Background: an optimization exercise with open tools, aiming at small area. Do not read the settings as production practice. Only simulation tests tie the RTL to the original design; equivalence was not proved. The flow treats the clock pin as an ideal source. Dropping or thinning the clock tree relies on that and would not hold on a real chip. Power is estimated from default activity; no workload was simulated.

## top
module top(
    clk, rst, BTNL, BTNR, BTNU, BTND, BTNC, SW,
    LED, TriLED1, TriLED2, seg, digit
    );
For scale: roughly 340 cells after synthesis, roughly 69 flip-flops, roughly 2700 um2 of cells after synthesis.
clock: 10.0 ns
lec_check: 0
cap_margin: 20
core_margin: 2
core_utilization: 40
slew_margin: 20
standard.sh (not shown) runs the stock make flow with config.mk's settings and CLKGATE_MAP_FILE= SYNTH_SCRIPT=/design/flow/synth_recipe.tcl, a recipe that flattens the netlist after the stock synthesis.
==> flow/flow/run.sh <==
#!/bin/bash
# The standard layout (standard.sh) with:
#  - synthesis: the standard script, but the logic is mapped by the smallest
#    of several area-oriented ABC scripts (synth.tcl), and no half-adder cells
#  - port buffers: buf_1 instead of the default
#  - one tie cell drives all the constant outputs
#  - clock: the clock port drives a few clock buffers, each driving a group
#    of registers (cts.tcl)
set -euo pipefail
F=$PWD/flow
export ABC_SCRIPTS="$(ls $F/abc_*.script | tr '\n' ' ')"
export CLOCK_BUF_CELL=${CLOCK_BUF_CELL:-sky130_fd_sc_hd__clkbuf_8}
export CLOCK_GROUPS=${CLOCK_GROUPS:-4}
export CLOCK_ROOT_CELL=${CLOCK_ROOT_CELL:-}
bash standard.sh \
  "SYNTH_SCRIPT=$F/synth.tcl" \
  "ADDER_MAP_FILE=" \
  "BUFFER_PORTS_ARGS=-buffer_cell sky130_fd_sc_hd__buf_1" \
  "PRE_CTS_TCL=$F/cts.tcl" \
  "SKIP_REPAIR_TIE_FANOUT=1" \
  finish > standard.log 2>&1
==> flow/flow/abc_ja_100_0.script <==
&get -n
&st
&deepsyn -J 100 -S 0
&put
strash
dch
amap
topo
dnsize -c
==> flow/flow/abc_ja_20_0.script <==
&get -n
&st
&deepsyn -J 20 -S 0
&put
strash
dch
amap
topo
dnsize -c
==> flow/flow/abc_jn_100_5.script <==
&get -n
&st
&deepsyn -J 100 -S 5
&dch
&nf -R 1000 -p -a
&put
amap
topo
dnsize -c
==> flow/flow/abc_jn_20_0.script <==
&get -n
&st
&deepsyn -J 20 -S 0
&dch
&nf -R 1000 -p -a
&put
amap
topo
dnsize -c
==> flow/flow/abc_jn_20_1.script <==
&get -n
&st
&deepsyn -J 20 -S 1
&dch
&nf -R 1000 -p -a
&put
amap
topo
dnsize -c
==> flow/flow/abc_jn_20_5.script <==
&get -n
&st
&deepsyn -J 20 -S 5
&dch
&nf -R 1000 -p -a
&put
amap
topo
dnsize -c
==> flow/flow/abc_m1.script <==
&get -n
&st
&deepsyn -T 10
&put
strash
dch
amap
topo
dnsize -c
==> flow/flow/abc_m2.script <==
&get -n
&st
&deepsyn -T 10 -S 1
&put
strash
dch
amap
topo
dnsize -c
==> flow/flow/abc_m3.script <==
&get -n
&st
&deepsyn -T 10 -S 3
&put
strash
dch -f
amap
topo
dnsize -c
==> flow/flow/abc_m4.script <==
&get -n
&st
&deepsyn -T 10
&dch
&nf -R 1000 -p -a
&put
amap
topo
dnsize -c
==> flow/flow/abc_m5.script <==
&get -n
&st
&deepsyn -T 10 -S 5
&put
strash
dch
amap
topo
dnsize -c
==> flow/flow/abc_m6.script <==
&get -n
&st
&syn2
&deepsyn -T 10 -S 7
&put
strash
dch
amap
topo
dnsize -c
Other scripts of this flow, unchanged in this note and not shown: flow/flow/abc_a3.script, flow/flow/abc_b7.script, flow/flow/abc_b8.script, flow/flow/abc_c3.script, flow/flow/abc_c6.script, flow/flow/abc_c8.script, flow/flow/abc_d1.script, flow/flow/abc_d2.script, flow/flow/abc_d3.script, flow/flow/abc_d4.script, flow/flow/abc_d7.script, flow/flow/abc_d8.script, flow/flow/abc_d9.script, flow/flow/abc_e3.script, flow/flow/cts.tcl, flow/flow/synth.tcl
Change:
==> flow/flow/abc_c2.script (new file) <==
strash
dch -f
amap -m
topo
dnsize -c
==> flow/flow/abc_c5.script (new file) <==
strash
dc2
dch
amap
topo
dnsize -c
==> flow/flow/abc_d5.script (new file) <==
strash
dc2
dch
amap
topo
dnsize -c
==> flow/flow/abc_d6.script (new file) <==
strash
&get -n
&fraig -x
&put
scorr
dc2
strash
&get -n
&dch -f
&nf -R 1000 -p -a
&put
strash
dch
amap
topo
dnsize -c
==> flow/flow/abc_e1.script (new file) <==
strash
ifraig
dc2
dch -f
amap
topo
dnsize -c
==> flow/flow/abc_e2.script (new file) <==
strash
drw
drf
dch
amap
topo
dnsize -c
==> flow/flow/abc_m1.script (replaced) <==
&get -n
&st
&deepsyn -T 30
&put
strash
dch
amap
topo
dnsize -c
==> flow/flow/abc_m2.script (replaced) <==
&get -n
&st
&deepsyn -T 30 -S 1
&put
strash
dch
amap
topo
dnsize -c
==> flow/flow/abc_m3.script (replaced) <==
&get -n
&st
&deepsyn -T 30 -S 3
&put
strash
dch -f
amap
topo
dnsize -c
==> flow/flow/abc_m4.script (replaced) <==
&get -n
&st
&deepsyn -T 30
&dch
&nf -R 1000 -p -a
&put
amap
topo
dnsize -c
==> flow/flow/abc_m5.script (replaced) <==
&get -n
&st
&deepsyn -T 30 -S 5
&put
strash
dch
amap
topo
dnsize -c
==> flow/flow/abc_m6.script (replaced) <==
&get -n
&st
&syn2
&deepsyn -T 30 -S 7
&put
strash
dch
amap
topo
dnsize -c
removed: flow/flow/abc_ja_100_0.script
removed: flow/flow/abc_ja_20_0.script
removed: flow/flow/abc_jn_100_5.script
removed: flow/flow/abc_jn_20_0.script
removed: flow/flow/abc_jn_20_1.script
removed: flow/flow/abc_jn_20_5.script
Effect: The new run passed the timing, DRC and antenna checks. Cell area barely changes. Final cell count falls by 1.3%. Utilization hardly moves. Area after synthesis hardly moves. Via count falls by 0.94%.
Change:
==> flow/flow/abc_m1.script (replaced) <==
&get -n
&st
&deepsyn -T 10
&put
strash
dch
amap
topo
dnsize -c
==> flow/flow/abc_m2.script (replaced) <==
&get -n
&st
&deepsyn -T 10 -S 1
&put
strash
dch
amap
topo
dnsize -c
==> flow/flow/abc_m3.script (replaced) <==
&get -n
&st
&deepsyn -T 10 -S 3
&put
strash
dch -f
amap
topo
dnsize -c
==> flow/flow/abc_m4.script (replaced) <==
&get -n
&st
&deepsyn -T 10
&dch
&nf -R 1000 -p -a
&put
amap
topo
dnsize -c
==> flow/flow/abc_m5.script (replaced) <==
&get -n
&st
&deepsyn -T 10 -S 5
&put
strash
dch
amap
topo
dnsize -c
==> flow/flow/abc_m6.script (replaced) <==
&get -n
&st
&syn2
&deepsyn -T 10 -S 7
&put
strash
dch
amap
topo
dnsize -c
What happened: Die area drops by about 0.4%. Worst setup slack loses 0.67 ns. Wire length climbs by about 1.4%. Final cell count stays flat. Total power barely changes. Clock skew stays flat. Synthesized cell count climbs by about 0.6%.
Change:
==> flow/flow/abc_ja_100_0.script (new file) <==
&get -n
&st
&deepsyn -J 100 -S 0
&put
strash
dch
amap
topo
dnsize -c
==> flow/flow/abc_ja_20_0.script (new file) <==
&get -n
&st
&deepsyn -J 20 -S 0
&put
strash
dch
amap
topo
dnsize -c
==> flow/flow/abc_jn_100_5.script (new file) <==
&get -n
&st
&deepsyn -J 100 -S 5
&dch
&nf -R 1000 -p -a
&put
amap
topo
dnsize -c
==> flow/flow/abc_jn_20_0.script (new file) <==
&get -n
&st
&deepsyn -J 20 -S 0
&dch
&nf -R 1000 -p -a
&put
amap
topo
dnsize -c
==> flow/flow/abc_jn_20_1.script (new file) <==
&get -n
&st
&deepsyn -J 20 -S 1
&dch
&nf -R 1000 -p -a
&put
amap
topo
dnsize -c
==> flow/flow/abc_jn_20_5.script (new file) <==
&get -n
&st
&deepsyn -J 20 -S 5
&dch
&nf -R 1000 -p -a
&put
amap
topo
dnsize -c
removed: flow/flow/abc_m1.script
removed: flow/flow/abc_m2.script
removed: flow/flow/abc_m3.script
removed: flow/flow/abc_m4.script
removed: flow/flow/abc_m5.script
removed: flow/flow/abc_m6.script
The new run produced a clean layout.
Hold slack hardly moves.
Global-route usage goes down by 0.12 points.
Setup slack gets better by 0.55 ns.
Critical path depth goes up by 1.
Final area goes up by 1.6%.
Register-to-register slack gets worse by 0.02 ns.
No run of this note takes its clock network from TritonCTS; it comes from the design's own scripts or RTL.

[afterwards: timing with drivers on the ports]
The flow's constraints put no driver on any port. The routed layouts listed below were extracted and timed again, unchanged, in two steps.
Step 1, drivers: a clkbuf_16 drives clk and a buf_2 each remaining input, both assumed.
Step 2, shift: input delay + t, output delay - t, t = (earliest + latest rising clock arrival at the registers) / 2. This alone moves slack from input paths to output paths.
Slacks: ideal ports / drivers / drivers and shift; pairs: ideal ports / drivers.
| run | t (ns) | setup WS [ns] | hold slack, ns | worst setup path after step 2 | worst data-port slew with drivers (ns) |
|---|---|---|---|---|---|
| the first run | 0.214 | 4.722 / 4.698 / 4.698 | 0.384 / 0.384 / 0.384 | input to output | 0.04 |
| the second run | 0.218 | 4.768 / 4.747 / 4.747 | 0.387 / 0.387 / 0.387 | input to output | 0.03 |
| the third run | 0.217 | 4.098 / 4.069 / 4.069 | 0.385 / 0.385 / 0.385 | input to output | 0.03 |
| the fourth run | 0.214 | 4.650 / 4.629 / 4.629 | 0.388 / 0.388 / 0.388 | input to output | 0.03 |
After both steps setup and hold are still met in every run listed. The setup slack of the third run, which loses most, moves by -0.029 ns with the drivers and by -0.029 ns with both steps.
